Background: an optimization exercise with open tools, aiming at small area, a short achievable clock period and few clock cycles. Do not read the settings as production practice. No functional check of the RTL was part of any run shown here. Power and IR drop assume default switching activity.

==> flow/design.v (outline; a module is shown in full before it is edited, if it fits) <==
// module CNN: 3058 lines
// module xnr: 3 lines
// module orr: 3 lines
// module fa: 4 lines
module CNN(
    input                       clk,
    input                       rst_n,
    input                       in_valid,
    input      signed [15:0]    in_data,
    input                       opt,
    output reg                  out_valid,
    output reg signed [15:0]    out_data
);
  // ...
==> flow/flow/run.sh <==
#!/bin/bash
# Standard ORFS layout, with faster port buffers and timing repair aimed
# below the clock period.
set -euo pipefail
bash standard.sh SETUP_SLACK_MARGIN=10 CTS_BUF_DISTANCE=120 "BUFFER_PORTS_ARGS=-buffer_cell sky130_fd_sc_hd__buf_2" finish > make.log 2>&1
==> flow/standard.sh <==
#!/bin/bash
# synth_recipe.tcl (not shown) runs the flow's synth.tcl, then flattens the netlist and writes it again
# the make line also repeats each setting of config.mk as NAME=value (left out here)
make -C /OpenROAD-flow-scripts/flow DESIGN_CONFIG=/design/flow/config.mk WORK_HOME=/design/flow/orfs CLKGATE_MAP_FILE= SYNTH_SCRIPT=/design/flow/synth_recipe.tcl "${@:-finish}"
==> flow/config.mk <==
export PLATFORM = sky130hd
export DESIGN_NAME = CNN
export DESIGN_NICKNAME = CNN
export VERILOG_FILES = /design/flow/design.v
export SDC_FILE = /design/flow/constraint.sdc
export NUM_CORES = 4
export LEC_CHECK = 0
export CAP_MARGIN = 20
export CORE_MARGIN = 2
export CORE_UTILIZATION = 40
export CTS_CLUSTER_DIAMETER = 100
export CTS_CLUSTER_SIZE = 25
export PLACE_DENSITY = 0.6
export SLEW_MARGIN = 20
export SYNTH_HIERARCHICAL = 1
export SYNTH_MINIMUM_KEEP_SIZE = 0
==> flow/constraint.sdc <==
create_clock -name core_clock -period 14.0 [get_ports {clk}]
set_input_delay 2.8000 -clock core_clock [delete_from_list [all_inputs] [get_ports {clk}]]
set_output_delay 2.8000 -clock core_clock [all_outputs]
set_load 0.01 [all_outputs]
==> key figures, run 1 <==
Run status
  • Status: finished clean

Pwr
  • Switch share: 0.383
  • Clk network pwr share: 0.148
  • Sequential share of power: 0.330
  • P_leak: between 20 and 25 nW
  • Power Dens Cells: 197 nW/um2

Synth
  • Cell count after synthesis: ~5000
  • Avg Cell Area, Syn: between 10 and 15 um2
  • XOR/XNOR Fraction of Synth Area: 0.0600

Worst setup path
  • Arr. time, crit path: between 4 and 5 ns
  • Crit Path Max Fanout: 8
  • Setup slack, reg-to-reg: around 10 ns

Timing
  • Final Setup Violations: 0
  • TNS Setup: 0 ns

Final layout
  • Non-clk bufs: 180
  • Top flop regs: ring: 576 flops, sb: 32 flops, sa: 31 flops
  • Sequential cell area: approximately 24000 um2
  • Seq/total area: 0.368

Drt
  • DRT iter0 DRCs: around 2500

Placed design
  • GP Congestion: between 0.8 and 0.9
  • Placed cell area: 61800 um2

Global route
  • Final global-route overflow total: 0
  • Largest net degree at the start of global routing: 50
  • Vias in the first global route: roughly 38000

Floorplanning
  • Top Ports: 37
  • Core area: 148000 um2

CTS
  • Worst-path clk slew: 0.10 ns
==> inputs of run 2 (changes only) <==
--- a/flow/design.v
+++ b/flow/design.v
@@ -2181,50 +2181,50 @@
 always @(posedge clk) begin cs7a <= {c1987, c1985, c1983, c1981, c1979, c1977, c1975, c1973, c1971, c1969, c1967, c1965, c1963, c1961, c1959, ~(tp7[0] & kr7[0])}; cs7b <= {s1988, s1986, s1984, s1982, s1980, s1978, s1976, s1974, s1972, s1970, s1968, s1966, s1964, s1962, s1960, s1958}; end
 wire [17:0] xy = {2'b0, ~cs7a} + {2'b0, ~cs7b};
 wire [15:0] tp8 = ring[30];
 reg [2:0] lc;
 always @(posedge clk) lc <= xy[17:15];
 wire s1989, c1990;
 xnr us1989 (.a(1'b0), .b(cs7a[10]), .y(s1989));
 orr uc1990 (.a(1'b0), .b(cs7a[10]), .y(c1990));
-wire s1991, c1992;
-fa us1991 (.a(1'b0), .b(cs7a[11]), .c(cs7b[11]), .s(s1991), .co(c1992));
+wire s1991 = cs7a[11] ^ cs7b[11];
+wire c1992 = cs7a[11] & cs7b[11];
 wire s1993, c1994;
 xnr us1993 (.a(~(tp8[0] & kr8[11])), .b(~(tp8[10] & kr8[1])), .y(s1993));
 orr uc1994 (.a(~(tp8[0] & kr8[11])), .b(~(tp8[10] & kr8[1])), .y(c1994));
-wire s1995, c1996;
-fa us1995 (.a(1'b0), .b(cs7a[12]), .c(cs7b[12]), .s(s1995), .co(c1996));
+wire s1995 = cs7a[12] ^ cs7b[12];
+wire c1996 = cs7a[12] & cs7b[12];
 wire s1997, c1998;
 fa us1997 (.a(~(tp8[0] & kr8[12])), .b(~(tp8[10] & kr8[2])), .c(~(tp8[11] & kr8[1])), .s(s1997), .co(c1998));
 wire s1999, c2000;
 xnr us1999 (.a(~(tp8[12] & kr8[0])), .b(~(tp8[1] & kr8[11])), .y(s1999));
 orr uc2000 (.a(~(tp8[12] & kr8[0])), .b(~(tp8[1] & kr8[11])), .y(c2000));
-wire s2001, c2002;
-fa us2001 (.a(1'b0), .b(cs7a[13]), .c(cs7b[13]), .s(s2001), .co(c2002));
+wire s2001 = cs7a[13] ^ cs7b[13];
+wire c2002 = cs7a[13] & cs7b[13];
 wire s2003, c2004;
 fa us2003 (.a(~(tp8[0] & kr8[13])), .b(~(tp8[10] & kr8[3])), .c(~(tp8[11] & kr8[2])), .s(s2003), .co(c2004));
 wire s2005, c2006;
 fa us2005 (.a(~(tp8[12] & kr8[1])), .b(~(tp8[13] & kr8[0])), .c(~(tp8[1] & kr8[12])), .s(s2005), .co(c2006));
 wire s2007, c2008;
 xnr us2007 (.a(~(tp8[2] & kr8[11])), .b(~(tp8[3] & kr8[10])), .y(s2007));
 orr uc2008 (.a(~(tp8[2] & kr8[11])), .b(~(tp8[3] & kr8[10])), .y(c2008));
-wire s2009, c2010;
-fa us2009 (.a(1'b0), .b(cs7a[14]), .c(cs7b[14]), .s(s2009), .co(c2010));
+wire s2009 = cs7a[14] ^ cs7b[14];
+wire c2010 = cs7a[14] & cs7b[14];
 wire s2011, c2012;
 fa us2011 (.a(~(tp8[0] & kr8[14])), .b(~(tp8[10] & kr8[4])), .c(~(tp8[11] & kr8[3])), .s(s2011), .co(c2012));
 wire s2013, c2014;
 fa us2013 (.a(~(tp8[12] & kr8[2])), .b(~(tp8[13] & kr8[1])), .c(~(tp8[14] & kr8[0])), .s(s2013), .co(c2014));
 wire s2015, c2016;
 fa us2015 (.a(~(tp8[1] & kr8[13])), .b(~(tp8[2] & kr8[12])), .c(~(tp8[3] & kr8[11])), .s(s2015), .co(c2016));
 wire s2017, c2018;
 xnr us2017 (.a(~(tp8[4] & kr8[10])), .b(~(tp8[5] & kr8[9])), .y(s2017));
 orr uc2018 (.a(~(tp8[4] & kr8[10])), .b(~(tp8[5] & kr8[9])), .y(c2018));
-wire s2019, c2020;
-fa us2019 (.a(1'b0), .b(cs7a[15]), .c(cs7b[15]), .s(s2019), .co(c2020));
+wire s2019 = cs7a[15] ^ cs7b[15];
+wire c2020 = cs7a[15] & cs7b[15];
 wire s2021, c2022;
 fa us2021 (.a((tp8[0] & kr8[15])), .b((tp8[15] & kr8[0])), .c(~(tp8[10] & kr8[5])), .s(s2021), .co(c2022));
 wire s2023, c2024;
 fa us2023 (.a(~(tp8[11] & kr8[4])), .b(~(tp8[12] & kr8[3])), .c(~(tp8[13] & kr8[2])), .s(s2023), .co(c2024));
 wire s2025, c2026;
 fa us2025 (.a(~(tp8[14] & kr8[1])), .b(~(tp8[1] & kr8[14])), .c(~(tp8[2] & kr8[13])), .s(s2025), .co(c2026));
 wire s2027, c2028;
 fa us2027 (.a(~(tp8[3] & kr8[12])), .b(~(tp8[4] & kr8[11])), .c(~(tp8[5] & kr8[10])), .s(s2027), .co(c2028));
@@ -2252,30 +2252,30 @@
 xnr us2047 (.a(~(tp8[11] & kr8[7])), .b(~(tp8[12] & kr8[6])), .y(s2047));
 orr uc2048 (.a(~(tp8[11] & kr8[7])), .b(~(tp8[12] & kr8[6])), .y(c2048));
 wire s2049, c2050;
 xnr us2049 (.a((tp8[15] & kr8[4])), .b((tp8[4] & kr8[15])), .y(s2049));
 orr uc2050 (.a((tp8[15] & kr8[4])), .b((tp8[4] & kr8[15])), .y(c2050));
 wire s2051, c2052;
 xnr us2051 (.a(1'b0), .b(cs7a[6]), .y(s2051));
 orr uc2052 (.a(1'b0), .b(cs7a[6]), .y(c2052));
-wire s2053, c2054;
-fa us2053 (.a(1'b0), .b(cs7a[7]), .c(cs7b[7]), .s(s2053), .co(c2054));
+wire s2053 = cs7a[7] ^ cs7b[7];
+wire c2054 = cs7a[7] & cs7b[7];
 wire s2055, c2056;
 xnr us2055 (.a(~(tp8[0] & kr8[7])), .b(~(tp8[1] & kr8[6])), .y(s2055));
 orr uc2056 (.a(~(tp8[0] & kr8[7])), .b(~(tp8[1] & kr8[6])), .y(c2056));
-wire s2057, c2058;
-fa us2057 (.a(1'b0), .b(cs7a[8]), .c(cs7b[8]), .s(s2057), .co(c2058));
+wire s2057 = cs7a[8] ^ cs7b[8];
+wire c2058 = cs7a[8] & cs7b[8];
 wire s2059, c2060;
 fa us2059 (.a(~(tp8[0] & kr8[8])), .b(~(tp8[1] & kr8[7])), .c(~(tp8[2] & kr8[6])), .s(s2059), .co(c2060));
 wire s2061, c2062;
 xnr us2061 (.a(~(tp8[3] & kr8[5])), .b(~(tp8[4] & kr8[4])), .y(s2061));
 orr uc2062 (.a(~(tp8[3] & kr8[5])), .b(~(tp8[4] & kr8[4])), .y(c2062));
-wire s2063, c2064;
-fa us2063 (.a(1'b0), .b(cs7a[9]), .c(cs7b[9]), .s(s2063), .co(c2064));
+wire s2063 = cs7a[9] ^ cs7b[9];
+wire c2064 = cs7a[9] & cs7b[9];
 wire s2065, c2066;
 fa us2065 (.a(~(tp8[0] & kr8[9])), .b(~(tp8[1] & kr8[8])), .c(~(tp8[2] & kr8[7])), .s(s2065), .co(c2066));
 wire s2067, c2068;
 fa us2067 (.a(~(tp8[3] & kr8[6])), .b(~(tp8[4] & kr8[5])), .c(~(tp8[5] & kr8[4])), .s(s2067), .co(c2068));
 wire s2069, c2070;
 xnr us2069 (.a(~(tp8[6] & kr8[3])), .b(~(tp8[7] & kr8[2])), .y(s2069));
 orr uc2070 (.a(~(tp8[6] & kr8[3])), .b(~(tp8[7] & kr8[2])), .y(c2070));
 wire s2071, c2072;
@@ -2380,23 +2380,23 @@
 xnr us2167 (.a(~(tp8[11] & kr8[11])), .b(~(tp8[12] & kr8[10])), .y(s2167));
 orr uc2168 (.a(~(tp8[11] & kr8[11])), .b(~(tp8[12] & kr8[10])), .y(c2168));
 wire s2169, c2170;
 xnr us2169 (.a((tp8[15] & kr8[8])), .b((tp8[8] & kr8[15])), .y(s2169));
 orr uc2170 (.a((tp8[15] & kr8[8])), .b((tp8[8] & kr8[15])), .y(c2170));
 wire s2171, c2172;
 xnr us2171 (.a(1'b0), .b(cs7a[3]), .y(s2171));
 orr uc2172 (.a(1'b0), .b(cs7a[3]), .y(c2172));
-wire s2173, c2174;
-fa us2173 (.a(1'b0), .b(cs7a[4]), .c(cs7b[4]), .s(s2173), .co(c2174));
+wire s2173 = cs7a[4] ^ cs7b[4];
+wire c2174 = cs7a[4] & cs7b[4];
 wire s2175, c2176;
 xnr us2175 (.a(~(tp8[0] & kr8[4])), .b(~(tp8[1] & kr8[3])), .y(s2175));
 orr uc2176 (.a(~(tp8[0] & kr8[4])), .b(~(tp8[1] & kr8[3])), .y(c2176));
-wire s2177, c2178;
-fa us2177 (.a(1'b0), .b(cs7a[5]), .c(cs7b[5]), .s(s2177), .co(c2178));
+wire s2177 = cs7a[5] ^ cs7b[5];
+wire c2178 = cs7a[5] & cs7b[5];
 wire s2179, c2180;
 fa us2179 (.a(~(tp8[0] & kr8[5])), .b(~(tp8[1] & kr8[4])), .c(~(tp8[2] & kr8[3])), .s(s2179), .co(c2180));
 wire s2181, c2182;
 xnr us2181 (.a(~(tp8[3] & kr8[2])), .b(~(tp8[4] & kr8[1])), .y(s2181));
 orr uc2182 (.a(~(tp8[3] & kr8[2])), .b(~(tp8[4] & kr8[1])), .y(c2182));
 wire s2183, c2184;
 fa us2183 (.a(cs7b[6]), .b(~(tp8[0] & kr8[6])), .c(~(tp8[1] & kr8[5])), .s(s2183), .co(c2184));
 wire s2185, c2186;
@@ -2518,18 +2518,18 @@
 xnr us2299 (.a(~(tp8[12] & kr8[13])), .b(~(tp8[13] & kr8[12])), .y(s2299));
 orr uc2300 (.a(~(tp8[12] & kr8[13])), .b(~(tp8[13] & kr8[12])), .y(c2300));
 wire s2301, c2302;
 xnr us2301 (.a((tp8[11] & kr8[15])), .b((tp8[15] & kr8[11])), .y(s2301));
 orr uc2302 (.a((tp8[11] & kr8[15])), .b((tp8[15] & kr8[11])), .y(c2302));
 wire s2303, c2304;
 xnr us2303 (.a(1'b0), .b(cs7a[1]), .y(s2303));
 orr uc2304 (.a(1'b0), .b(cs7a[1]), .y(c2304));
-wire s2305, c2306;
-fa us2305 (.a(1'b0), .b(cs7a[2]), .c(cs7b[2]), .s(s2305), .co(c2306));
+wire s2305 = cs7a[2] ^ cs7b[2];
+wire c2306 = cs7a[2] & cs7b[2];
 wire s2307, c2308;
 xnr us2307 (.a(~(tp8[0] & kr8[2])), .b(~(tp8[1] & kr8[1])), .y(s2307));
 orr uc2308 (.a(~(tp8[0] & kr8[2])), .b(~(tp8[1] & kr8[1])), .y(c2308));
 wire s2309, c2310;
 fa us2309 (.a(cs7b[3]), .b(~(tp8[0] & kr8[3])), .c(~(tp8[1] & kr8[2])), .s(s2309), .co(c2310));
 wire s2311, c2312;
 fa us2311 (.a(~(tp8[2] & kr8[1])), .b(~(tp8[3] & kr8[0])), .c(s2171), .s(s2311), .co(c2312));
 wire s2313, c2314;
@@ -2755,17 +2755,16 @@
 fa us2527 (.a(c2408), .b(s2467), .c(c2466), .s(s2527), .co(c2528));
 wire s2529, c2530;
 fa us2529 (.a(c2410), .b(s2469), .c(c2468), .s(s2529), .co(c2530));
 wire s2531, c2532;
 xnr us2531 (.a(~(tp8[15] & kr8[15])), .b(c2470), .y(s2531));
 orr uc2532 (.a(~(tp8[15] & kr8[15])), .b(c2470), .y(c2532));
 reg [31:0] sa, sb;
 always @(posedge clk) begin sa <= {1'b0, c2530, c2528, c2526, c2524, c2522, c2520, c2518, c2516, c2514, c2512, c2510, c2508, c2506, c2504, c2502, c2500, c2498, c2496, c2494, c2492, c2490, c2488, c2486, c2484, c2482, c2480, c2478, c2476, c2474, c2472, s2411}; sb <= {c2532, s2531, s2529, s2527, s2525, s2523, s2521, s2519, s2517, s2515, s2513, s2511, s2509, s2507, s2505, s2503, s2501, s2499, s2497, s2495, s2493, s2491, s2489, s2487, s2485, s2483, s2481, s2479, s2477, s2475, s2473, s2471}; end
-wire [1:0] l = {1'b0, lc[0]} + lc[2:1];
 wire [15:0] ul_p0 = sa[15:0] ^ sb[15:0];
 wire [15:0] ul_g0 = sa[15:0] & sb[15:0];
 wire [15:0] ul_p1, ul_g1;
 assign ul_g1[0] = ul_g0[0];
 assign ul_p1[0] = ul_p0[0];
 assign ul_g1[1] = ul_g0[1] | (ul_p0[1] & ul_g0[0]);
 assign ul_p1[1] = ul_p0[1] & ul_p0[0];
 assign ul_g1[2] = ul_g0[2] | (ul_p0[2] & ul_g0[1]);
@@ -2892,19 +2891,21 @@
 assign ul_g4[13] = ul_g3[13] | (ul_p3[13] & ul_g3[5]);
 assign ul_p4[13] = ul_p3[13] & ul_p3[5];
 assign ul_g4[14] = ul_g3[14] | (ul_p3[14] & ul_g3[6]);
 assign ul_p4[14] = ul_p3[14] & ul_p3[6];
 assign ul_g4[15] = ul_g3[15] | (ul_p3[15] & ul_g3[7]);
 assign ul_p4[15] = ul_p3[15] & ul_p3[7];
 wire [15:0] ul = ul_p0 ^ {ul_g4[14:0], 1'b0};
 wire cl = ul_g4[15];
-wire [15:0] uh = sa[31:16] + sb[31:16] + {14'd0, l} + {15'd0, cl};
 wire signed [15:0] fs = ~ul;
-wire z = !uh[15] && !opt_r;           
+wire [1:0] l = {1'b0, lc[0]} + lc[2:1];
+wire [16:0] hs = {1'b0, sa[31:16]} + {1'b0, sb[31:16]} + {15'd0, l};
+wire u31 = hs[15] ^ (cl & (&hs[14:0]));
+wire z = !u31 && !opt_r;              
 reg fv, g, first, last;
 always @(*) begin
     fv = 1'b0; g = 1'b0; first = 1'b0; last = 1'b0;
     case (cnt)
         7'd45: begin fv = 1'b1; g = 1'b0; first = 1'b1; last = 1'b0; end
         7'd46: begin fv = 1'b1; g = 1'b0; first = 1'b0; last = 1'b0; end
         7'd47: begin fv = 1'b1; g = 1'b1; first = 1'b1; last = 1'b0; end
         7'd48: begin fv = 1'b1; g = 1'b1; first = 1'b0; last = 1'b0; end
@@ -2927,134 +2928,229 @@
 always @(posedge clk or negedge rst_n) begin
     if (!rst_n) begin
         pv0 <= 1'b0; pv1 <= 1'b0; pfirst <= 1'b0; plast <= 1'b0; pg <= 1'b0;
     end else begin
         pv0 <= fv && !g; pv1 <= fv && g; pfirst <= first; plast <= fv && last; pg <= g;
     end
 end
 reg signed [15:0] mx0, mx1;
-wire [15:0] gt0_a = {~fs[15], fs[14:0]};
-wire [15:0] gt0_b = {~mx0[15], mx0[14:0]};
-wire [15:0] gt0_g0 = gt0_a & ~gt0_b;
-wire [15:0] gt0_e0 = ~(gt0_a ^ gt0_b);
-wire gt0_g1_0 = gt0_g0[1] | (gt0_e0[1] & gt0_g0[0]);
-wire gt0_e1_0 = gt0_e0[1] & gt0_e0[0];
-wire gt0_g1_1 = gt0_g0[3] | (gt0_e0[3] & gt0_g0[2]);
-wire gt0_e1_1 = gt0_e0[3] & gt0_e0[2];
-wire gt0_g1_2 = gt0_g0[5] | (gt0_e0[5] & gt0_g0[4]);
-wire gt0_e1_2 = gt0_e0[5] & gt0_e0[4];
-wire gt0_g1_3 = gt0_g0[7] | (gt0_e0[7] & gt0_g0[6]);
-wire gt0_e1_3 = gt0_e0[7] & gt0_e0[6];
-wire gt0_g1_4 = gt0_g0[9] | (gt0_e0[9] & gt0_g0[8]);
-wire gt0_e1_4 = gt0_e0[9] & gt0_e0[8];
-wire gt0_g1_5 = gt0_g0[11] | (gt0_e0[11] & gt0_g0[10]);
-wire gt0_e1_5 = gt0_e0[11] & gt0_e0[10];
-wire gt0_g1_6 = gt0_g0[13] | (gt0_e0[13] & gt0_g0[12]);
-wire gt0_e1_6 = gt0_e0[13] & gt0_e0[12];
-wire gt0_g1_7 = gt0_g0[15] | (gt0_e0[15] & gt0_g0[14]);
-wire gt0_e1_7 = gt0_e0[15] & gt0_e0[14];
-wire gt0_g2_0 = gt0_g1_1 | (gt0_e1_1 & gt0_g1_0);
-wire gt0_e2_0 = gt0_e1_1 & gt0_e1_0;
-wire gt0_g2_1 = gt0_g1_3 | (gt0_e1_3 & gt0_g1_2);
-wire gt0_e2_1 = gt0_e1_3 & gt0_e1_2;
-wire gt0_g2_2 = gt0_g1_5 | (gt0_e1_5 & gt0_g1_4);
-wire gt0_e2_2 = gt0_e1_5 & gt0_e1_4;
-wire gt0_g2_3 = gt0_g1_7 | (gt0_e1_7 & gt0_g1_6);
-wire gt0_e2_3 = gt0_e1_7 & gt0_e1_6;
-wire gt0_g3_0 = gt0_g2_1 | (gt0_e2_1 & gt0_g2_0);
-wire gt0_e3_0 = gt0_e2_1 & gt0_e2_0;
-wire gt0_g3_1 = gt0_g2_3 | (gt0_e2_3 & gt0_g2_2);
-wire gt0_e3_1 = gt0_e2_3 & gt0_e2_2;
-wire gt0_g4_0 = gt0_g3_1 | (gt0_e3_1 & gt0_g3_0);
-wire gt0_e4_0 = gt0_e3_1 & gt0_e3_0;
-wire gt0 = gt0_g4_0;
-wire [15:0] gt1_a = {~fs[15], fs[14:0]};
-wire [15:0] gt1_b = {~mx1[15], mx1[14:0]};
-wire [15:0] gt1_g0 = gt1_a & ~gt1_b;
-wire [15:0] gt1_e0 = ~(gt1_a ^ gt1_b);
-wire gt1_g1_0 = gt1_g0[1] | (gt1_e0[1] & gt1_g0[0]);
-wire gt1_e1_0 = gt1_e0[1] & gt1_e0[0];
-wire gt1_g1_1 = gt1_g0[3] | (gt1_e0[3] & gt1_g0[2]);
-wire gt1_e1_1 = gt1_e0[3] & gt1_e0[2];
-wire gt1_g1_2 = gt1_g0[5] | (gt1_e0[5] & gt1_g0[4]);
-wire gt1_e1_2 = gt1_e0[5] & gt1_e0[4];
-wire gt1_g1_3 = gt1_g0[7] | (gt1_e0[7] & gt1_g0[6]);
-wire gt1_e1_3 = gt1_e0[7] & gt1_e0[6];
-wire gt1_g1_4 = gt1_g0[9] | (gt1_e0[9] & gt1_g0[8]);
-wire gt1_e1_4 = gt1_e0[9] & gt1_e0[8];
-wire gt1_g1_5 = gt1_g0[11] | (gt1_e0[11] & gt1_g0[10]);
-wire gt1_e1_5 = gt1_e0[11] & gt1_e0[10];
-wire gt1_g1_6 = gt1_g0[13] | (gt1_e0[13] & gt1_g0[12]);
-wire gt1_e1_6 = gt1_e0[13] & gt1_e0[12];
-wire gt1_g1_7 = gt1_g0[15] | (gt1_e0[15] & gt1_g0[14]);
-wire gt1_e1_7 = gt1_e0[15] & gt1_e0[14];
-wire gt1_g2_0 = gt1_g1_1 | (gt1_e1_1 & gt1_g1_0);
-wire gt1_e2_0 = gt1_e1_1 & gt1_e1_0;
-wire gt1_g2_1 = gt1_g1_3 | (gt1_e1_3 & gt1_g1_2);
-wire gt1_e2_1 = gt1_e1_3 & gt1_e1_2;
-wire gt1_g2_2 = gt1_g1_5 | (gt1_e1_5 & gt1_g1_4);
-wire gt1_e2_2 = gt1_e1_5 & gt1_e1_4;
-wire gt1_g2_3 = gt1_g1_7 | (gt1_e1_7 & gt1_g1_6);
-wire gt1_e2_3 = gt1_e1_7 & gt1_e1_6;
-wire gt1_g3_0 = gt1_g2_1 | (gt1_e2_1 & gt1_g2_0);
-wire gt1_e3_0 = gt1_e2_1 & gt1_e2_0;
-wire gt1_g3_1 = gt1_g2_3 | (gt1_e2_3 & gt1_g2_2);
-wire gt1_e3_1 = gt1_e2_3 & gt1_e2_2;
-wire gt1_g4_0 = gt1_g3_1 | (gt1_e3_1 & gt1_g3_0);
-wire gt1_e4_0 = gt1_e3_1 & gt1_e3_0;
-wire gt1 = gt1_g4_0;
-wire [15:0] gto_a = {~fs[15], fs[14:0]};
-wire [15:0] gto_b = {~mo[15], mo[14:0]};
-wire [15:0] gto_g0 = gto_a & ~gto_b;
-wire [15:0] gto_e0 = ~(gto_a ^ gto_b);
-wire gto_g1_0 = gto_g0[1] | (gto_e0[1] & gto_g0[0]);
-wire gto_e1_0 = gto_e0[1] & gto_e0[0];
-wire gto_g1_1 = gto_g0[3] | (gto_e0[3] & gto_g0[2]);
-wire gto_e1_1 = gto_e0[3] & gto_e0[2];
-wire gto_g1_2 = gto_g0[5] | (gto_e0[5] & gto_g0[4]);
-wire gto_e1_2 = gto_e0[5] & gto_e0[4];
-wire gto_g1_3 = gto_g0[7] | (gto_e0[7] & gto_g0[6]);
-wire gto_e1_3 = gto_e0[7] & gto_e0[6];
-wire gto_g1_4 = gto_g0[9] | (gto_e0[9] & gto_g0[8]);
-wire gto_e1_4 = gto_e0[9] & gto_e0[8];
-wire gto_g1_5 = gto_g0[11] | (gto_e0[11] & gto_g0[10]);
-wire gto_e1_5 = gto_e0[11] & gto_e0[10];
-wire gto_g1_6 = gto_g0[13] | (gto_e0[13] & gto_g0[12]);
-wire gto_e1_6 = gto_e0[13] & gto_e0[12];
-wire gto_g1_7 = gto_g0[15] | (gto_e0[15] & gto_g0[14]);
-wire gto_e1_7 = gto_e0[15] & gto_e0[14];
-wire gto_g2_0 = gto_g1_1 | (gto_e1_1 & gto_g1_0);
-wire gto_e2_0 = gto_e1_1 & gto_e1_0;
-wire gto_g2_1 = gto_g1_3 | (gto_e1_3 & gto_g1_2);
-wire gto_e2_1 = gto_e1_3 & gto_e1_2;
-wire gto_g2_2 = gto_g1_5 | (gto_e1_5 & gto_g1_4);
-wire gto_e2_2 = gto_e1_5 & gto_e1_4;
-wire gto_g2_3 = gto_g1_7 | (gto_e1_7 & gto_g1_6);
-wire gto_e2_3 = gto_e1_7 & gto_e1_6;
-wire gto_g3_0 = gto_g2_1 | (gto_e2_1 & gto_g2_0);
-wire gto_e3_0 = gto_e2_1 & gto_e2_0;
-wire gto_g3_1 = gto_g2_3 | (gto_e2_3 & gto_g2_2);
-wire gto_e3_1 = gto_e2_3 & gto_e2_2;
-wire gto_g4_0 = gto_g3_1 | (gto_e3_1 & gto_g3_0);
-wire gto_e4_0 = gto_e3_1 & gto_e3_0;
-wire gto = gto_g4_0;
-wire signed [15:0] a0 = (pfirst || gt0) ? fs : mx0;
-wire signed [15:0] a1 = (pfirst || gt1) ? fs : mx1;
-wire signed [15:0] b0 = (pfirst || mx0[15]) ? 16'sd0 : mx0;
-wire signed [15:0] b1 = (pfirst || mx1[15]) ? 16'sd0 : mx1;
-wire signed [15:0] n0 = z ? b0 : a0;
-wire signed [15:0] n1 = z ? b1 : a1;
-wire signed [15:0] mo = pg ? mx1 : mx0;
-wire signed [15:0] ao = (pfirst || gto) ? fs : mo;
-wire signed [15:0] bo = (pfirst || mo[15]) ? 16'sd0 : mo;
+wire signed [15:0] mx = pg ? mx1 : mx0;
+wire [18:0] es = {{3{mx[15]}}, mx} ^ {3'b0, sa[15:0]} ^ {3'b0, sb[15:0]};
+wire [18:0] ec_w = ({{3{mx[15]}}, mx} & {3'b0, sa[15:0]}) | ({{3{mx[15]}}, mx} & {3'b0, sb[15:0]}) | ({3'b0, sa[15:0]} & {3'b0, sb[15:0]});
+wire [18:0] ec = {ec_w[17:0], 1'b1};
+wire [18:0] ee_p0 = es ^ ec;
+wire [18:0] ee_g0 = es & ec;
+wire [18:0] ee_p1, ee_g1;
+assign ee_g1[0] = ee_g0[0];
+assign ee_p1[0] = ee_p0[0];
+assign ee_g1[1] = ee_g0[1] | (ee_p0[1] & ee_g0[0]);
+assign ee_p1[1] = ee_p0[1] & ee_p0[0];
+assign ee_g1[2] = ee_g0[2] | (ee_p0[2] & ee_g0[1]);
+assign ee_p1[2] = ee_p0[2] & ee_p0[1];
+assign ee_g1[3] = ee_g0[3] | (ee_p0[3] & ee_g0[2]);
+assign ee_p1[3] = ee_p0[3] & ee_p0[2];
+assign ee_g1[4] = ee_g0[4] | (ee_p0[4] & ee_g0[3]);
+assign ee_p1[4] = ee_p0[4] & ee_p0[3];
+assign ee_g1[5] = ee_g0[5] | (ee_p0[5] & ee_g0[4]);
+assign ee_p1[5] = ee_p0[5] & ee_p0[4];
+assign ee_g1[6] = ee_g0[6] | (ee_p0[6] & ee_g0[5]);
+assign ee_p1[6] = ee_p0[6] & ee_p0[5];
+assign ee_g1[7] = ee_g0[7] | (ee_p0[7] & ee_g0[6]);
+assign ee_p1[7] = ee_p0[7] & ee_p0[6];
+assign ee_g1[8] = ee_g0[8] | (ee_p0[8] & ee_g0[7]);
+assign ee_p1[8] = ee_p0[8] & ee_p0[7];
+assign ee_g1[9] = ee_g0[9] | (ee_p0[9] & ee_g0[8]);
+assign ee_p1[9] = ee_p0[9] & ee_p0[8];
+assign ee_g1[10] = ee_g0[10] | (ee_p0[10] & ee_g0[9]);
+assign ee_p1[10] = ee_p0[10] & ee_p0[9];
+assign ee_g1[11] = ee_g0[11] | (ee_p0[11] & ee_g0[10]);
+assign ee_p1[11] = ee_p0[11] & ee_p0[10];
+assign ee_g1[12] = ee_g0[12] | (ee_p0[12] & ee_g0[11]);
+assign ee_p1[12] = ee_p0[12] & ee_p0[11];
+assign ee_g1[13] = ee_g0[13] | (ee_p0[13] & ee_g0[12]);
+assign ee_p1[13] = ee_p0[13] & ee_p0[12];
+assign ee_g1[14] = ee_g0[14] | (ee_p0[14] & ee_g0[13]);
+assign ee_p1[14] = ee_p0[14] & ee_p0[13];
+assign ee_g1[15] = ee_g0[15] | (ee_p0[15] & ee_g0[14]);
+assign ee_p1[15] = ee_p0[15] & ee_p0[14];
+assign ee_g1[16] = ee_g0[16] | (ee_p0[16] & ee_g0[15]);
+assign ee_p1[16] = ee_p0[16] & ee_p0[15];
+assign ee_g1[17] = ee_g0[17] | (ee_p0[17] & ee_g0[16]);
+assign ee_p1[17] = ee_p0[17] & ee_p0[16];
+assign ee_g1[18] = ee_g0[18] | (ee_p0[18] & ee_g0[17]);
+assign ee_p1[18] = ee_p0[18] & ee_p0[17];
+wire [18:0] ee_p2, ee_g2;
+assign ee_g2[0] = ee_g1[0];
+assign ee_p2[0] = ee_p1[0];
+assign ee_g2[1] = ee_g1[1];
+assign ee_p2[1] = ee_p1[1];
+assign ee_g2[2] = ee_g1[2] | (ee_p1[2] & ee_g1[0]);
+assign ee_p2[2] = ee_p1[2] & ee_p1[0];
+assign ee_g2[3] = ee_g1[3] | (ee_p1[3] & ee_g1[1]);
+assign ee_p2[3] = ee_p1[3] & ee_p1[1];
+assign ee_g2[4] = ee_g1[4] | (ee_p1[4] & ee_g1[2]);
+assign ee_p2[4] = ee_p1[4] & ee_p1[2];
+assign ee_g2[5] = ee_g1[5] | (ee_p1[5] & ee_g1[3]);
+assign ee_p2[5] = ee_p1[5] & ee_p1[3];
+assign ee_g2[6] = ee_g1[6] | (ee_p1[6] & ee_g1[4]);
+assign ee_p2[6] = ee_p1[6] & ee_p1[4];
+assign ee_g2[7] = ee_g1[7] | (ee_p1[7] & ee_g1[5]);
+assign ee_p2[7] = ee_p1[7] & ee_p1[5];
+assign ee_g2[8] = ee_g1[8] | (ee_p1[8] & ee_g1[6]);
+assign ee_p2[8] = ee_p1[8] & ee_p1[6];
+assign ee_g2[9] = ee_g1[9] | (ee_p1[9] & ee_g1[7]);
+assign ee_p2[9] = ee_p1[9] & ee_p1[7];
+assign ee_g2[10] = ee_g1[10] | (ee_p1[10] & ee_g1[8]);
+assign ee_p2[10] = ee_p1[10] & ee_p1[8];
+assign ee_g2[11] = ee_g1[11] | (ee_p1[11] & ee_g1[9]);
+assign ee_p2[11] = ee_p1[11] & ee_p1[9];
+assign ee_g2[12] = ee_g1[12] | (ee_p1[12] & ee_g1[10]);
+assign ee_p2[12] = ee_p1[12] & ee_p1[10];
+assign ee_g2[13] = ee_g1[13] | (ee_p1[13] & ee_g1[11]);
+assign ee_p2[13] = ee_p1[13] & ee_p1[11];
+assign ee_g2[14] = ee_g1[14] | (ee_p1[14] & ee_g1[12]);
+assign ee_p2[14] = ee_p1[14] & ee_p1[12];
+assign ee_g2[15] = ee_g1[15] | (ee_p1[15] & ee_g1[13]);
+assign ee_p2[15] = ee_p1[15] & ee_p1[13];
+assign ee_g2[16] = ee_g1[16] | (ee_p1[16] & ee_g1[14]);
+assign ee_p2[16] = ee_p1[16] & ee_p1[14];
+assign ee_g2[17] = ee_g1[17] | (ee_p1[17] & ee_g1[15]);
+assign ee_p2[17] = ee_p1[17] & ee_p1[15];
+assign ee_g2[18] = ee_g1[18] | (ee_p1[18] & ee_g1[16]);
+assign ee_p2[18] = ee_p1[18] & ee_p1[16];
+wire [18:0] ee_p3, ee_g3;
+assign ee_g3[0] = ee_g2[0];
+assign ee_p3[0] = ee_p2[0];
+assign ee_g3[1] = ee_g2[1];
+assign ee_p3[1] = ee_p2[1];
+assign ee_g3[2] = ee_g2[2];
+assign ee_p3[2] = ee_p2[2];
+assign ee_g3[3] = ee_g2[3];
+assign ee_p3[3] = ee_p2[3];
+assign ee_g3[4] = ee_g2[4] | (ee_p2[4] & ee_g2[0]);
+assign ee_p3[4] = ee_p2[4] & ee_p2[0];
+assign ee_g3[5] = ee_g2[5] | (ee_p2[5] & ee_g2[1]);
+assign ee_p3[5] = ee_p2[5] & ee_p2[1];
+assign ee_g3[6] = ee_g2[6] | (ee_p2[6] & ee_g2[2]);
+assign ee_p3[6] = ee_p2[6] & ee_p2[2];
+assign ee_g3[7] = ee_g2[7] | (ee_p2[7] & ee_g2[3]);
+assign ee_p3[7] = ee_p2[7] & ee_p2[3];
+assign ee_g3[8] = ee_g2[8] | (ee_p2[8] & ee_g2[4]);
+assign ee_p3[8] = ee_p2[8] & ee_p2[4];
+assign ee_g3[9] = ee_g2[9] | (ee_p2[9] & ee_g2[5]);
+assign ee_p3[9] = ee_p2[9] & ee_p2[5];
+assign ee_g3[10] = ee_g2[10] | (ee_p2[10] & ee_g2[6]);
+assign ee_p3[10] = ee_p2[10] & ee_p2[6];
+assign ee_g3[11] = ee_g2[11] | (ee_p2[11] & ee_g2[7]);
+assign ee_p3[11] = ee_p2[11] & ee_p2[7];
+assign ee_g3[12] = ee_g2[12] | (ee_p2[12] & ee_g2[8]);
+assign ee_p3[12] = ee_p2[12] & ee_p2[8];
+assign ee_g3[13] = ee_g2[13] | (ee_p2[13] & ee_g2[9]);
+assign ee_p3[13] = ee_p2[13] & ee_p2[9];
+assign ee_g3[14] = ee_g2[14] | (ee_p2[14] & ee_g2[10]);
+assign ee_p3[14] = ee_p2[14] & ee_p2[10];
+assign ee_g3[15] = ee_g2[15] | (ee_p2[15] & ee_g2[11]);
+assign ee_p3[15] = ee_p2[15] & ee_p2[11];
+assign ee_g3[16] = ee_g2[16] | (ee_p2[16] & ee_g2[12]);
+assign ee_p3[16] = ee_p2[16] & ee_p2[12];
+assign ee_g3[17] = ee_g2[17] | (ee_p2[17] & ee_g2[13]);
+assign ee_p3[17] = ee_p2[17] & ee_p2[13];
+assign ee_g3[18] = ee_g2[18] | (ee_p2[18] & ee_g2[14]);
+assign ee_p3[18] = ee_p2[18] & ee_p2[14];
+wire [18:0] ee_p4, ee_g4;
+assign ee_g4[0] = ee_g3[0];
+assign ee_p4[0] = ee_p3[0];
+assign ee_g4[1] = ee_g3[1];
+assign ee_p4[1] = ee_p3[1];
+assign ee_g4[2] = ee_g3[2];
+assign ee_p4[2] = ee_p3[2];
+assign ee_g4[3] = ee_g3[3];
+assign ee_p4[3] = ee_p3[3];
+assign ee_g4[4] = ee_g3[4];
+assign ee_p4[4] = ee_p3[4];
+assign ee_g4[5] = ee_g3[5];
+assign ee_p4[5] = ee_p3[5];
+assign ee_g4[6] = ee_g3[6];
+assign ee_p4[6] = ee_p3[6];
+assign ee_g4[7] = ee_g3[7];
+assign ee_p4[7] = ee_p3[7];
+assign ee_g4[8] = ee_g3[8] | (ee_p3[8] & ee_g3[0]);
+assign ee_p4[8] = ee_p3[8] & ee_p3[0];
+assign ee_g4[9] = ee_g3[9] | (ee_p3[9] & ee_g3[1]);
+assign ee_p4[9] = ee_p3[9] & ee_p3[1];
+assign ee_g4[10] = ee_g3[10] | (ee_p3[10] & ee_g3[2]);
+assign ee_p4[10] = ee_p3[10] & ee_p3[2];
+assign ee_g4[11] = ee_g3[11] | (ee_p3[11] & ee_g3[3]);
+assign ee_p4[11] = ee_p3[11] & ee_p3[3];
+assign ee_g4[12] = ee_g3[12] | (ee_p3[12] & ee_g3[4]);
+assign ee_p4[12] = ee_p3[12] & ee_p3[4];
+assign ee_g4[13] = ee_g3[13] | (ee_p3[13] & ee_g3[5]);
+assign ee_p4[13] = ee_p3[13] & ee_p3[5];
+assign ee_g4[14] = ee_g3[14] | (ee_p3[14] & ee_g3[6]);
+assign ee_p4[14] = ee_p3[14] & ee_p3[6];
+assign ee_g4[15] = ee_g3[15] | (ee_p3[15] & ee_g3[7]);
+assign ee_p4[15] = ee_p3[15] & ee_p3[7];
+assign ee_g4[16] = ee_g3[16] | (ee_p3[16] & ee_g3[8]);
+assign ee_p4[16] = ee_p3[16] & ee_p3[8];
+assign ee_g4[17] = ee_g3[17] | (ee_p3[17] & ee_g3[9]);
+assign ee_p4[17] = ee_p3[17] & ee_p3[9];
+assign ee_g4[18] = ee_g3[18] | (ee_p3[18] & ee_g3[10]);
+assign ee_p4[18] = ee_p3[18] & ee_p3[10];
+wire [18:0] ee_p5, ee_g5;
+assign ee_g5[0] = ee_g4[0];
+assign ee_p5[0] = ee_p4[0];
+assign ee_g5[1] = ee_g4[1];
+assign ee_p5[1] = ee_p4[1];
+assign ee_g5[2] = ee_g4[2];
+assign ee_p5[2] = ee_p4[2];
+assign ee_g5[3] = ee_g4[3];
+assign ee_p5[3] = ee_p4[3];
+assign ee_g5[4] = ee_g4[4];
+assign ee_p5[4] = ee_p4[4];
+assign ee_g5[5] = ee_g4[5];
+assign ee_p5[5] = ee_p4[5];
+assign ee_g5[6] = ee_g4[6];
+assign ee_p5[6] = ee_p4[6];
+assign ee_g5[7] = ee_g4[7];
+assign ee_p5[7] = ee_p4[7];
+assign ee_g5[8] = ee_g4[8];
+assign ee_p5[8] = ee_p4[8];
+assign ee_g5[9] = ee_g4[9];
+assign ee_p5[9] = ee_p4[9];
+assign ee_g5[10] = ee_g4[10];
+assign ee_p5[10] = ee_p4[10];
+assign ee_g5[11] = ee_g4[11];
+assign ee_p5[11] = ee_p4[11];
+assign ee_g5[12] = ee_g4[12];
+assign ee_p5[12] = ee_p4[12];
+assign ee_g5[13] = ee_g4[13];
+assign ee_p5[13] = ee_p4[13];
+assign ee_g5[14] = ee_g4[14];
+assign ee_p5[14] = ee_p4[14];
+assign ee_g5[15] = ee_g4[15];
+assign ee_p5[15] = ee_p4[15];
+assign ee_g5[16] = ee_g4[16] | (ee_p4[16] & ee_g4[0]);
+assign ee_p5[16] = ee_p4[16] & ee_p4[0];
+assign ee_g5[17] = ee_g4[17] | (ee_p4[17] & ee_g4[1]);
+assign ee_p5[17] = ee_p4[17] & ee_p4[1];
+assign ee_g5[18] = ee_g4[18] | (ee_p4[18] & ee_g4[2]);
+assign ee_p5[18] = ee_p4[18] & ee_p4[2];
+wire [18:0] ee = ee_p0 ^ {ee_g5[17:0], 1'b0};
+wire ee_co = ee_g5[18];
+wire signed [2:0] eh = ee[18:16];
+wire signed [2:0] kk = {1'b0, cl & ul[15], cl ^ ul[15]};
+wire gt = eh < kk;
+wire signed [15:0] an = (pfirst || gt) ? fs : mx;
+wire signed [15:0] bn = (pfirst || mx[15]) ? 16'sd0 : mx;
+wire signed [15:0] mxn = z ? bn : an;
 always @(posedge clk) begin
-    if (pv0) mx0 <= n0;
-    if (pv1) mx1 <= n1;
-    out_data <= z ? bo : ao;
+    if (pv0) mx0 <= mxn;
+    if (pv1) mx1 <= mxn;
+    out_data <= mxn;
 end
 always @(posedge clk or negedge rst_n) begin
     if (!rst_n) out_valid <= 1'b0;
     else out_valid <= plast;
 end
 endmodule
 module xnr(input a, b, output y);
 assign y = ~(a ^ b);
==> run 2 against run 1 <==
Compared with the run above: wire length down 0.64%; core utilization down 0.062 points; first-iteration DRC count shrank 4.4%; total power is 1.6% lower; critical path type unchanged; worst setup slack got worse by 0.24 ns; synthesized cell count decreased by 1.2%; via count decreased by 1.3%; die area decreased by 0.47%.
==> key figures, run 2 <==
Worst setup path
  • Worst path cell trace: buf_12, mux2i_2, inv_1, fa_1, ha_4, nand2_1, o31ai_2, a31oi_1, o211ai_1, a21oi_1, xnor2_1, ha_1, a21boi_1, o211ai_1, mux2_4, clkbuf_16, o22ai_2
  • Crit Path Max Fanout: 6 (-2)
  • Setup CP Type: flop to flop
  • Endpoint class of the critical path: flop
  • Worst r2r src: pg$_DFF_PN0_
  • Cell repeated most along the worst path: o211ai_1
  • Arr. time, crit path: 4.68 ns (+0.22 ns)
  • Crit path max-delay cell type: dfrtp_4
  • CP Launch Type: flop
  • Critical path required time: 14.44 ns
  • Largest stage delay on the critical path: approximately 0.55 ns
  • Worst setup path start: pg$_DFF_PN0_

Synth
  • Synthesized-area fraction occupied by adder cells: 0.378
  • Post-synth top area share: 0.358
  • Top cells by count, synth: nand2_1, fa_1, dfxtp_1, xnor2_1, clkbuf_1
  • Synth Flop Type: dfxtp_1
  • Seq/Total Area, Yosys: 0.402
  • Cell count after synthesis: 4802 (-1.2%)
  • Synth Cell Area: between 50000 and 60000 um2
  • Biggest area consumer among synthesized cells: fa_1
  • Post-synth ARST share: 0.0127
  • Avg Cell Area, Syn: 12.4 um2 (+0.71%)
  • Synthesis-stage register bit count: between 1000 and 1500
  • Post-synthesis mux area share: 0.00693
  • Largest cells by area after synthesis: fa_1, dfxtp_1, edfxtp_1, nand2_1, xnor2_1
  • XOR/XNOR Fraction of Synth Area: 0.0612 (+0.00117)
  • Largest family of logic cells by synthesized area: adder cells
  • Simple-Gate Fraction of Synth Area: 0.113
  • Count leader, synth: nand2_1
  • Distinct cells, synth: 83
  • Post-synth EDFFs: 176
  • Complex-gate fraction of the synthesized area: 0.0182
  • YS warnings: 8

Drt
  • Vias: 34100
  • Avg WL per Cell: roughly 20 um
  • DRT Wirelength: ~140000 um
  • Post-route ant nets: 0
  • Pre-antenna DRT Iters: 5
  • DRC viols: 0
  • DRT iter0 DRCs: 2415 (-4.4%)
  • Via density: ~5

CTS
  • CTS root buffer: clkbuf_16
  • Hold buffer count at CTS: 0
  • TritonCTS clock tree: built
  • H-tree depth: 2
  • Buffer depth of the longest clock path: 3
  • Clock Sinks: 1102
  • Worst-path clk slew: 0.10 ns (about the same)
  • CTS buffer count: 55
  • Clk Latency, worst-skew pair: between 0.7 and 0.8 ns

Final layout
  • NumNets Final: 5987
  • Commonest non-fill, non-tap cell in the layout: nand2_1
  • Largest register FFs: 576
  • Diode count: 0
  • Commonest non-fill, non-tap cells in the layout: nand2_1, fa_1, dfxtp_1, xnor2_1, edfxtp_1
  • Reg with most FFs: ring
  • Filler Cell Count: 13500
  • Top flop regs: ring: 576 flops, sb: 32 flops, sa: 31 flops
  • Area Growth Syn to Fin: 9.00%
  • Share of cells above drive strength 1: 0.0778

Pwr
  • Clk network pwr share: 0.146 (-0.002)
  • Internal power: 0.00784 W
  • Combinational share of power: 0.516
  • Switch share: 0.378 (-0.00509)
  • P_leak: 23.5 nW (-1.0%)
  • Net Switching: roughly 0.0048 W
  • Peak supply drop: between 0.1 and 0.15 mV
  • Sequential share of power: 0.338 (+0.008)
  • Power Dens Cells: 194 nW/um2 (-1.2%)
  • Design Power: roughly 0.013 W

Timing
  • Worst Tran Pin Value: slightly above 1 ns
  • Slew Limit Fails: 0
  • Max Fclk: 236 MHz
  • RSZ-0062 raised after global routing: yes
  • Period minus WS final: ~4.2 ns
  • Final Setup Violations: 0 (unchanged)
  • Final hold viol count: 0
  • Relative slew margins: 0.311
  • Final period utilization: 0.303
  • TNS Setup: 0 ns (unchanged)
  • Final Skew: ~0.11 ns
  • Post-route setup slack: approximately 9.8 ns

Floorplanning
  • Core area: 148000 um2 (-0.24%)
  • Die Width: ~390 um
  • Core Rows: approximately 140
  • Die height: roughly 390 um
  • Die area: 152000 um2
  • Initial core utilization: 0.402
  • Top Ports: 37 (unchanged)

Global route
  • Largest net degree at the start of global routing: 50 (unchanged)
  • Vias in the first global route: 37400 (-1.1%)
  • First-pass GRT wire length: around 220000 um
  • Final global-route overflow total: 0 (unchanged)
  • Tot GR Track Use: 0.185
  • Antenna violations before repair: 7

Run
  • Max Cap Viol: 0

Min path
  • HP Start: ring[21][12]$_DFF_P_
  • Hold WC Path Type: flop to flop

Placed design
  • Setup slack at placement: 8.51 ns
  • IO Port Bufs: 36
  • GP Congestion: 0.849 (-0.99%)
  • DPL Wire Length: approximately 95000 um

Run status
  • Status: finished clean
## run 2: path summary, 6_finish.rpt
| check | cells after the start | to | slack [ns] |
|---|---|---|---|
| hold reg to reg | 0 | ring[22][12]$_DFF_P_ | 0.25 |
| min in group asynchronous | 1 | pv0$_DFF_PN0_ | 2.01 |
| setup reg to reg | 17 | mx1[4]$_DFFE_PP_ | 9.76 |
| setup / recovery | 17 | mx1[4]$_DFFE_PP_ | 9.76 |
| max in group asynchronous | 1 | pg$_DFF_PN0_ | 11.68 |
| hold / removal | 0 | ring[22][12]$_DFF_P_ | 0.25 |
## run 2: final cells by class
cell class	instances	area [um2]	area share
Tap cell	1930	2410	0.0373
Clock inverter	18	289	0.00446
Timing Repair Buffer	195	1740	0.0268
Clock buffer	75	1450	0.0224
Multi-Input combinational cell	3392	34700	0.535
Sequential cell	1102	24000	0.370
Inverter	65	244	0.00377
## run 2: per-stage QoR
step | std cells | utilization | area, um2 | hold slack (ns)
2_1_floorplan | 4812 | - | 59500 | 0.310
3_3_place_gp | 6567 | 0.416 | 61400 | 0.310
3_5_place_dp | 6567 | 0.416 | 61400 | 0.312
4_1_cts | 6699 | 0.432 | 63800 | 0.252
5_1_grt | 6777 | 0.439 | 64800 | 0.271
6_report | 6777 | 0.439 | 64800 | 0.251
## run 2: what timing repair did
| item | 4_1_cts | 5_1_grt |
|---|---|---|
| hold endpoints to repair | 0 | 0 |
| gates resized for setup | 75 | 52 |
| buffers inserted | 38 | 72 |
| cloned | 1 | 6 |
| endpoints found under the setup margin | 83 | 80 |
| pin swaps | 3 | 9 |
## run 2: kinds of logic after synthesis
family / after synthesis
flops: 1102
xor+xnor: 415
other cells: 2
simple gates: 1620
mux: 38
compound gates: 150
buf+inv: 319
fa+ha+maj: 1156
## run 2: modules after synthesis (local to each module, per instance)
module  area [um2]  flops+latches  times used
CNN          36200           1102           1
fa            20.0              0        1043
xnr           8.76              0         157
orr           6.26              0         149
## run 2: power groups by stage
stage	clock network (W)	registers (W)	logic (W)
final	0.00184	0.00426	0.00650
after floorplan	0	0.00424	0.00468
after CTS	0.00191	0.00427	0.00649
after global placement	0	0.00433	0.00617
after detailed placement	0	0.00434	0.00630
after global routing	0.00202	0.00433	0.00740
## run 2: routing by layer
| metal | track usage | part of all wire |
|---|---|---|
| met5 | 0 | 0 |
| met2 | 0.312 | 0.49 |
| met1 | 0.248 | 0.42 |
| met3 | 0.0265 | 0.067 |
| met4 | 0.0515 | 0.029 |
## run 2: worst max-delay path: cells and delay by family, from the launching register on
| kind | cells | cell delay, ns |
|---|---|---|
| multiplexers | 2 | 0.47 |
| flip-flops | 1 | 0.55 |
| XOR/XNOR | 1 | 0.14 |
| buffers and inverters | 3 | 0.42 |
| AND/OR/NAND/NOR | 1 | 0.07 |
| adder cells (fa/ha/maj) | 3 | 1.07 |
| AO/OA/AOI/OAI | 7 | 1.27 |

## port drivers added, routing unchanged
No port has a modelled driver above. Below, the same layouts with a new extraction and two added sets of constraints. Step 1, drivers: a clkbuf_16 drives clk and a buf_2 each remaining input, both assumed. Step 2, shift: input delay + t, output delay - t, t = (earliest + latest rising clock arrival at the registers) / 2. This alone moves slack from input paths to output paths. a / b / c = ideal / step 1 / step 2; a / b = the first two.
run	t (ns)	setup slack, ns	clock arrival spread, ns
run 1	0.736	9.998 / 9.950 / 9.998	0.075 / 0.075
run 2	0.736	9.758 / 9.758 / 9.758	0.119 / 0.119
After both steps setup and hold are still met in every run listed.
